This design comes from an exercise in tuning for small area on the open sky130 flow, not from production work. At most, simulation tests tie the RTL to the original design; equivalence was not proved. The clock input has no modelled driver; a real chip could not lean on it and would need a root buffer or a full tree. Power is estimated from default activity; no workload was simulated.

== the previous run ==
==> module lab4, before the edit <==
module lab4(clk_50M,reset_n,write,write_control,write_address,write_data,write_complete,i2c_sda_o,i2c_sda_oe,i2c_scl);
	input clk_50M,reset_n,write;
	input [7:0] write_control;
	input [7:0] write_data;
	input [15:0] write_address;
	output write_complete;
	output i2c_scl;
	output i2c_sda_o;
	output i2c_sda_oe;
	reg write_d1;
	reg write_d2;
	reg idle;
	reg [11:0] c;
	reg [1:0] q;
	reg [3:0] j;
	reg [1:0] g;
	wire busy = ~idle;
	wire tc = ~c[11] & c[10] & ~c[9] & ~c[8] & c[7] & c[5] & c[4] & c[2] & ~c[1] & ~c[0];
	wire adv = tc & q[1] & ~q[0];
	wire g3 = g[1] & g[0];
	wire tostop = j[3] & ~j[0] & g3;
	wire done = j[3] & j[0] & ~g[1] & ~g[0] & q[1] & q[0] & tc;
	always @(posedge clk_50M or negedge reset_n)
		if (!reset_n) begin
			write_d1 <= 1'b0;
			write_d2 <= 1'b0;
			idle <= 1'b1;
		end else begin
			write_d1 <= write;
			write_d2 <= write_d1;
			idle <= idle ? ~(write_d1 & ~write_d2) : done;
		end
	always @(posedge clk_50M) begin
		c[11:10] <= idle ? 2'b11 : tc ? 2'b00 : c[10:9];
		c[9:1] <= (idle | tc) ? 9'd0 : c[8:0];
		c[0] <= busy & (tc ? q[0] : ~(c[11] ^ c[0]));
		if (idle)
			q <= 2'b01;
		else if (tc)
			q <= {q[0], ~q[1]};
		if (idle) begin
			j <= 4'b1111;
			g <= 2'b11;
		end else if (adv) begin
			if (j[3])
				j <= {4{tostop}};
			else
				j <= j + 1'b1;
			if (j[3])
				g <= g + 1'b1;
		end
	end
	wire [31:0] dv = {write_data[0], write_data[1], write_data[2], write_data[3],
		write_data[4], write_data[5], write_data[6], write_data[7],
		write_address[0], write_address[1], write_address[2], write_address[3],
		write_address[4], write_address[5], write_address[6], write_address[7],
		write_address[8], write_address[9], write_address[10], write_address[11],
		write_address[12], write_address[13], write_address[14], j[3],
		write_control[0], write_control[1], write_control[2], write_control[3],
		write_control[4], write_control[5], write_control[6], write_control[7]};
	wire [7:0] m1;
	wire [1:0] m2;
	genvar k;
	generate for (k = 0; k < 8; k = k + 1) begin : l1
		lab4_mux4 u (.s(j[1:0]), .d(dv[4*k+3:4*k]), .y(m1[k]));
	end endgenerate
	lab4_mux4 u20 (.s({g[0], j[2]}), .d(m1[3:0]), .y(m2[0]));
	lab4_mux4 u21 (.s({g[0], j[2]}), .d(m1[7:4]), .y(m2[1]));
	wire bit_v = g[1] ? m2[1] : m2[0];
	assign write_complete = idle;
	assign i2c_scl = idle | q[0];
	assign i2c_sda_o = idle | (~j[3] & bit_v);
	assign i2c_sda_oe = idle | ~j[3] | j[0] | (g3 & q[1] & ~q[0]);
endmodule
export LEC_CHECK = 0
export CAP_MARGIN = 20
export CORE_MARGIN = 2
export CORE_UTILIZATION = 40
export PLACE_DENSITY = 0.6
export SLEW_MARGIN = 20
export SYNTH_HIERARCHICAL = 1
export SYNTH_MINIMUM_KEEP_SIZE = 0
create_clock -name core_clock -period 20.0 [get_ports {clk_50M}]
standard.sh (not shown) runs the stock make flow with config.mk's settings and CLKGATE_MAP_FILE= SYNTH_SCRIPT=/design/flow/synth_recipe.tcl, a recipe that flattens the netlist after the stock synthesis.
==> flow/flow/run.sh <==
#!/bin/bash
# Standard ORFS layout, with two changes:
#  - synthesis maps logic with an area-oriented ABC script (flow/abc_area.script)
#    in place of ORFS's abc_speed.script;
#  - port buffers are sky130_fd_sc_hd__buf_1.
set -euo pipefail
D=$(pwd)
mkdir -p "$D/scripts"
for f in "$FLOW_HOME"/scripts/*; do ln -sf "$f" "$D/scripts/"; done
rm -f "$D/scripts/abc_speed.script"
cp "$D/flow/abc_area.script" "$D/scripts/abc_speed.script"
export SCRIPTS_DIR="$D/scripts"
export BUFFER_PORTS_ARGS="-buffer_cell sky130_fd_sc_hd__buf_1"
bash standard.sh finish > "$D/standard.log" 2>&1
==> flow/flow/abc_area.script <==
&get -n
&st
&dch
&nf -R 1000 -p
&put
The previous run: no failed stages, no open violations at the end
The following lists how the current run was set up differently from the previous run:
-- flow/design.v --
<<< the previous run, line 12
	reg write_d2;
	reg idle;
	reg [11:0] c;
	reg [1:0] q;
	reg [3:0] j;
	reg [1:0] g;
	wire busy = ~idle;
	wire tc = ~c[11] & c[10] & ~c[9] & ~c[8] & c[7] & c[5] & c[4] & c[2] & ~c[1] & ~c[0];
	wire adv = tc & q[1] & ~q[0];
	wire g3 = g[1] & g[0];
	wire tostop = j[3] & ~j[0] & g3;
	wire done = j[3] & j[0] & ~g[1] & ~g[0] & q[1] & q[0] & tc;
>>> the current run, line 12
	reg write_d2;
	reg idle;
	reg [11:0] cs;
	reg [1:0] q;
	reg [3:0] j;
	reg [1:0] g;
	wire busy = ~idle;
	wire tc = cs[11] & cs[10] & cs[9] & ~cs[8] & ~cs[7] & ~cs[5] & cs[4] & cs[2] & cs[1] & ~cs[0];
	wire load = idle | tc;
	wire adv = tc & q[1] & ~q[0];
	wire g3 = g[1] & ~g[0];
	wire tostop = j[3] & ~j[0] & g3;
	wire done = j[3] & j[0] & ~g[1] & ~g[0] & q[1] & q[0] & tc;
<<< the previous run, line 33
		end
	always @(posedge clk_50M) begin
		c[11:10] <= idle ? 2'b11 : tc ? 2'b00 : c[10:9];
		c[9:1] <= (idle | tc) ? 9'd0 : c[8:0];
		c[0] <= busy & (tc ? q[0] : ~(c[11] ^ c[0]));
		if (idle)
			q <= 2'b01;
>>> the current run, line 34
		end
	always @(posedge clk_50M) begin
		cs[11] <= ~(idle | (~tc & cs[10]));
		cs[10] <= ~(busy & (tc | cs[9]));
		cs[9] <= ~(~load & cs[8]);
		cs[8] <= ~(load | cs[7]);
		cs[7] <= ~(~load & cs[6]);
		cs[6] <= ~(load | cs[5]);
		cs[5] <= ~(~load & cs[4]);
		cs[4] <= ~(load | cs[3]);
		cs[3] <= ~(~load & cs[2]);
		cs[2] <= ~(load | cs[1]);
		cs[1] <= ~(~load & cs[0]);
		cs[0] <= busy & (tc ? q[0] : cs[11] ^ cs[0]);
		if (idle)
			q <= 2'b01;
<<< the previous run, line 42
		if (idle) begin
			j <= 4'b1111;
			g <= 2'b11;
		end else if (adv) begin
			if (j[3])
				j <= {4{tostop}};
			else
				j <= j + 1'b1;
			if (j[3])
				g <= g + 1'b1;
		end
	end
	wire [31:0] dv = {write_data[0], write_data[1], write_data[2], write_data[3],
		write_data[4], write_data[5], write_data[6], write_data[7],
		write_address[0], write_address[1], write_address[2], write_address[3],
		write_address[4], write_address[5], write_address[6], write_address[7],
		write_address[8], write_address[9], write_address[10], write_address[11],
		write_address[12], write_address[13], write_address[14], j[3],
>>> the current run, line 52
		if (idle) begin
			j <= 4'b1111;
			g <= 2'b10;
		end else if (adv) begin
			j[0] <= ~j[0] & (~j[3] | g3);
			j[1] <= (j[1] ^ j[0]) | tostop;
			j[2] <= (j[2] ^ (j[1] & j[0])) | tostop;
			j[3] <= (~j[3] & j[2] & j[1] & j[0]) | tostop;
			if (j[3])
				g <= {g[0], ~g[1]};
		end
	end
	wire [31:0] dv = {
		write_address[0], write_address[1], write_address[2], write_address[3],
		write_address[4], write_address[5], write_address[6], write_address[7],
		write_data[0], write_data[1], write_data[2], write_data[3],
		write_data[4], write_data[5], write_data[6], write_data[7],
		write_address[8], write_address[9], write_address[10], write_address[11],
		write_address[12], write_address[13], write_address[14], j[3],
[summary]
The current run ran to completion and came out clean on the timing, design-rule and antenna checks. In summary, the previous run completed successfully, with a layout that passed the timing, design-rule and antenna checks. Per the comparison of the current run with the previous run, maximum achievable frequency comparable, multi-input combinational gate total now larger, portion of total power attributed to combinational logic now smaller, final period utilization comparable, area of the die now smaller. Taking the previous run as 1.0, the current run lands at 1.05 on post-DP HPWL. Part of the total power dissipated in sequential elements: the current run vs the previous run up 1.3 points. The first-pass GRT wire length reported for the current run is greater than that of the previous run by about 9%. Compare the current run and the previous run | global routing usage on met1 higher: the current run. Comparing the current run with the previous run, the data arrival at the endpoint of the critical path came out essentially unchanged. [compare] base=the previous run new=the current run: proportion of synthesized chip area in sequential cells went up 1.1 points, worst setup slack has decreased, worst hold margin went down by 0.027 ns.
No run of this note included a check of the RTL's function; only the layout flow was run.

---

The RTL this note starts from:
==> flow/design.v <==
`timescale 1ns/10ps
module lab4(clk_50M,reset_n,write,write_control,write_address,write_data,write_complete,i2c_sda_o,i2c_sda_oe,i2c_scl);
	input clk_50M,reset_n,write;
	input [7:0] write_control;
	input [7:0] write_data;
	input [15:0] write_address;
	output write_complete;
	output i2c_scl;
	output i2c_sda_o;
	output i2c_sda_oe;
	reg write_d1;
	reg busy;
	reg [11:0] cs;
	reg [1:0] q;
	reg [3:0] j;
	reg [1:0] g;
	wire idle = ~busy;
	wire tc = cs[11] & cs[10] & cs[9] & ~cs[8] & ~cs[7] & ~cs[5] & cs[4] & cs[2] & cs[1] & ~cs[0];
	wire load = idle | tc;
	wire adv = tc & ~q[1] & q[0];
	wire g3 = g[1] & ~g[0];
	wire tostop = j[3] & ~j[0] & g3;
	wire done = j[3] & j[0] & ~g[1] & ~g[0] & q[1] & q[0] & tc;
	wire write_d2 = q[1];
	always @(posedge clk_50M or negedge reset_n)
		if (!reset_n) begin
			write_d1 <= 1'b0;
			busy <= 1'b0;
		end else begin
			write_d1 <= write;
			busy <= busy ? ~done : (write_d1 & ~write_d2);
		end
	always @(posedge clk_50M) begin
		cs[11] <= ~(idle | (~tc & cs[10]));
		cs[10] <= ~(busy & (tc | cs[9]));
		cs[9] <= ~(~load & cs[8]);
		cs[8] <= ~(load | cs[7]);
		cs[7] <= ~(~load & cs[6]);
		cs[6] <= ~(load | cs[5]);
		cs[5] <= ~(~load & cs[4]);
		cs[4] <= ~(load | cs[3]);
		cs[3] <= ~(~load & cs[2]);
		cs[2] <= ~(load | cs[1]);
		cs[1] <= ~(~load & cs[0]);
		cs[0] <= busy & (tc ? q[1] : cs[11] ^ cs[0]);
		if (idle)
			q <= {write_d1, 1'b0};
		else if (tc)
			q <= {done ? write_d1 : ~q[0], q[1]};
		if (idle) begin
			j <= 4'b1111;
			g <= 2'b10;
		end else if (adv) begin
			j[0] <= ~j[0] & (~j[3] | g3);
			j[1] <= (j[1] ^ j[0]) | tostop;
			j[2] <= (j[2] ^ (j[1] & j[0])) | tostop;
			j[3] <= (~j[3] & j[2] & j[1] & j[0]) | tostop;
			if (j[3])
				g <= {g[0], ~g[1]};
		end
	end
	wire [31:0] dv = {
		write_address[0], write_address[1], write_address[2], write_address[3],
		write_address[4], write_address[5], write_address[6], write_address[7],
		write_data[0], write_data[1], write_data[2], write_data[3],
		write_data[4], write_data[5], write_data[6], write_data[7],
		write_address[8], write_address[9], write_address[10], write_address[11],
		write_address[12], write_address[13], write_address[14], j[3],
		write_control[0], write_control[1], write_control[2], write_control[3],
		write_control[4], write_control[5], write_control[6], write_control[7]};
	wire [7:0] m1;
	wire [1:0] m2;
	genvar k;
	generate for (k = 0; k < 8; k = k + 1) begin : l1
		lab4_mux4 u (.s(j[1:0]), .d(dv[4*k+3:4*k]), .y(m1[k]));
	end endgenerate
	lab4_mux4 u20 (.s({g[0], j[2]}), .d(m1[3:0]), .y(m2[0]));
	lab4_mux4 u21 (.s({g[0], j[2]}), .d(m1[7:4]), .y(m2[1]));
	wire bit_v = g[1] ? m2[1] : m2[0];
	assign write_complete = idle;
	assign i2c_scl = idle | q[1];
	assign i2c_sda_o = idle | (~j[3] & bit_v);
	assign i2c_sda_oe = idle | ~j[3] | j[0] | (g3 & ~q[1] & q[0]);
endmodule
module lab4_mux4(s, d, y);
	input [1:0] s;
	input [3:0] d;
	output y;
	assign y = d[s];
endmodule
clock: 20.0 ns
lec_check: 0
cap_margin: 20
core_area: 2 2 68 68
die_area: 0 0 70 70
place_density: 0.9
slew_margin: 20
synth_hierarchical: 1
synth_minimum_keep_size: 0
==> flow/flow/run.sh <==
#!/bin/bash
# Standard ORFS layout (standard.sh), with these changes:
#  - synthesis maps logic with an area-oriented ABC script (flow/abc_area.script)
#    in place of ORFS's abc_speed.script;
#  - port buffers are sky130_fd_sc_hd__buf_1;
#  - the clock tree is two clkbuf_4, each driving half of the registers
#    (flow/cts.tcl in place of ORFS's cts.tcl; everything else in it unchanged).
set -euo pipefail
D=$(pwd)
mkdir -p "$D/scripts"
for f in "$FLOW_HOME"/scripts/*; do ln -sf "$f" "$D/scripts/"; done
rm -f "$D/scripts/abc_speed.script" "$D/scripts/cts.tcl"
cp "$D/flow/abc_area.script" "$D/scripts/abc_speed.script"
cp "$D/flow/cts.tcl" "$D/scripts/cts.tcl"
export SCRIPTS_DIR="$D/scripts"
export BUFFER_PORTS_ARGS="-buffer_cell sky130_fd_sc_hd__buf_1"
export CLOCK_PORT_NAME=clk_50M
export CLOCK_BUFFER_CELL=sky130_fd_sc_hd__clkbuf_4
bash standard.sh finish > "$D/standard.log" 2>&1
Other scripts of this flow, unchanged in this note and not shown: flow/flow/abc_area.script, flow/flow/cts.tcl
Rerun with:
--- a/flow/design.v
+++ b/flow/design.v
@@ -8,29 +8,31 @@
 	output i2c_scl;
 	output i2c_sda_o;
 	output i2c_sda_oe;
 	reg write_d1;
-	reg busy;
+	reg write_d2;
+	reg idle;
 	reg [11:0] cs;
 	reg [1:0] q;
 	reg [3:0] j;
 	reg [1:0] g;
-	wire idle = ~busy;
+	wire busy = ~idle;
 	wire tc = cs[11] & cs[10] & cs[9] & ~cs[8] & ~cs[7] & ~cs[5] & cs[4] & cs[2] & cs[1] & ~cs[0];
 	wire load = idle | tc;
-	wire adv = tc & ~q[1] & q[0];
+	wire adv = tc & q[1] & ~q[0];
 	wire g3 = g[1] & ~g[0];
 	wire tostop = j[3] & ~j[0] & g3;
 	wire done = j[3] & j[0] & ~g[1] & ~g[0] & q[1] & q[0] & tc;
-	wire write_d2 = q[1];
 	always @(posedge clk_50M or negedge reset_n)
 		if (!reset_n) begin
 			write_d1 <= 1'b0;
-			busy <= 1'b0;
+			idle <= 1'b1;
 		end else begin
 			write_d1 <= write;
-			busy <= busy ? ~done : (write_d1 & ~write_d2);
+			idle <= idle ? ~(write_d1 & ~write_d2) : done;
 		end
+	always @(posedge clk_50M)
+		write_d2 <= write_d1;
 	always @(posedge clk_50M) begin
 		cs[11] <= ~(idle | (~tc & cs[10]));
 		cs[10] <= ~(busy & (tc | cs[9]));
 		cs[9] <= ~(~load & cs[8]);
@@ -41,13 +43,13 @@
 		cs[4] <= ~(load | cs[3]);
 		cs[3] <= ~(~load & cs[2]);
 		cs[2] <= ~(load | cs[1]);
 		cs[1] <= ~(~load & cs[0]);
-		cs[0] <= busy & (tc ? q[1] : cs[11] ^ cs[0]);
+		cs[0] <= busy & (tc ? q[0] : cs[11] ^ cs[0]);
 		if (idle)
-			q <= {write_d1, 1'b0};
+			q <= 2'b01;
 		else if (tc)
-			q <= {done ? write_d1 : ~q[0], q[1]};
+			q <= {q[0], ~q[1]};
 		if (idle) begin
 			j <= 4'b1111;
 			g <= 2'b10;
 		end else if (adv) begin
@@ -77,11 +79,11 @@
 	lab4_mux4 u20 (.s({g[0], j[2]}), .d(m1[3:0]), .y(m2[0]));
 	lab4_mux4 u21 (.s({g[0], j[2]}), .d(m1[7:4]), .y(m2[1]));
 	wire bit_v = g[1] ? m2[1] : m2[0];
 	assign write_complete = idle;
-	assign i2c_scl = idle | q[1];
+	assign i2c_scl = idle | q[0];
 	assign i2c_sda_o = idle | (~j[3] & bit_v);
-	assign i2c_sda_oe = idle | ~j[3] | j[0] | (g3 & ~q[1] & q[0]);
+	assign i2c_sda_oe = idle | ~j[3] | j[0] | (g3 & q[1] & ~q[0]);
 endmodule
 module lab4_mux4(s, d, y);
 	input [1:0] s;
 	input [3:0] d;
Outcome: The changed run passed the timing, design-rule and antenna checks. Sequential share of layout area increases by 0.76 points. Design area increases by 0.41%. Die area stays the same. Sequential power decreases by 29%. Sequential cell count increases by 1. Core utilization increases by 0.12 points.
In every run of this note, the design's own scripts or RTL, not TritonCTS, make the clock network.

==> port drivers added, routing unchanged <==
The flow's constraints put no driver on any port. The routed layouts listed below were extracted and timed again, unchanged, in two steps. Step 1 (the two cells are an assumption about what drives the block):
set clk [get_ports {clk_50M}]
set_driving_cell -lib_cell sky130_fd_sc_hd__clkbuf_16 $clk
set_driving_cell -lib_cell sky130_fd_sc_hd__buf_2 [delete_from_list [all_inputs] $clk]
Step 2 also shifts input and output timing later by t, the mid clock arrival at the registers, as if the neighbouring blocks saw the same clock. Slacks: ideal / step 1 / step 2; pairs: ideal / step 1.
run | t (ns) | slack for setup (ns) | hold WS [ns] | latest minus earliest clock arrival (ns) | pins driven straight from the clock port
the previous run | 0.321 | 10.639 / 10.610 / 10.610 | 0.412 / 0.412 / 0.412 | 0.002 / 0.002 | 1
the current run | 0.323 | 10.628 / 10.606 / 10.606 | 0.385 / 0.385 / 0.385 | 0.006 / 0.005 | 1
the first run of note 2 | 0.188 | 10.626 / 10.591 / 10.591 | 0.373 / 0.373 / 0.373 | 0.007 / 0.008 | 2
the second run of note 2 | 0.194 | 10.651 / 10.627 / 10.627 | 0.372 / 0.372 / 0.372 | 0.012 / 0.012 | 2
After both steps every run listed still meets setup and hold. The setup slack of the first run of note 2, which loses most, moves by -0.035 ns with the drivers and by -0.035 ns with both steps.
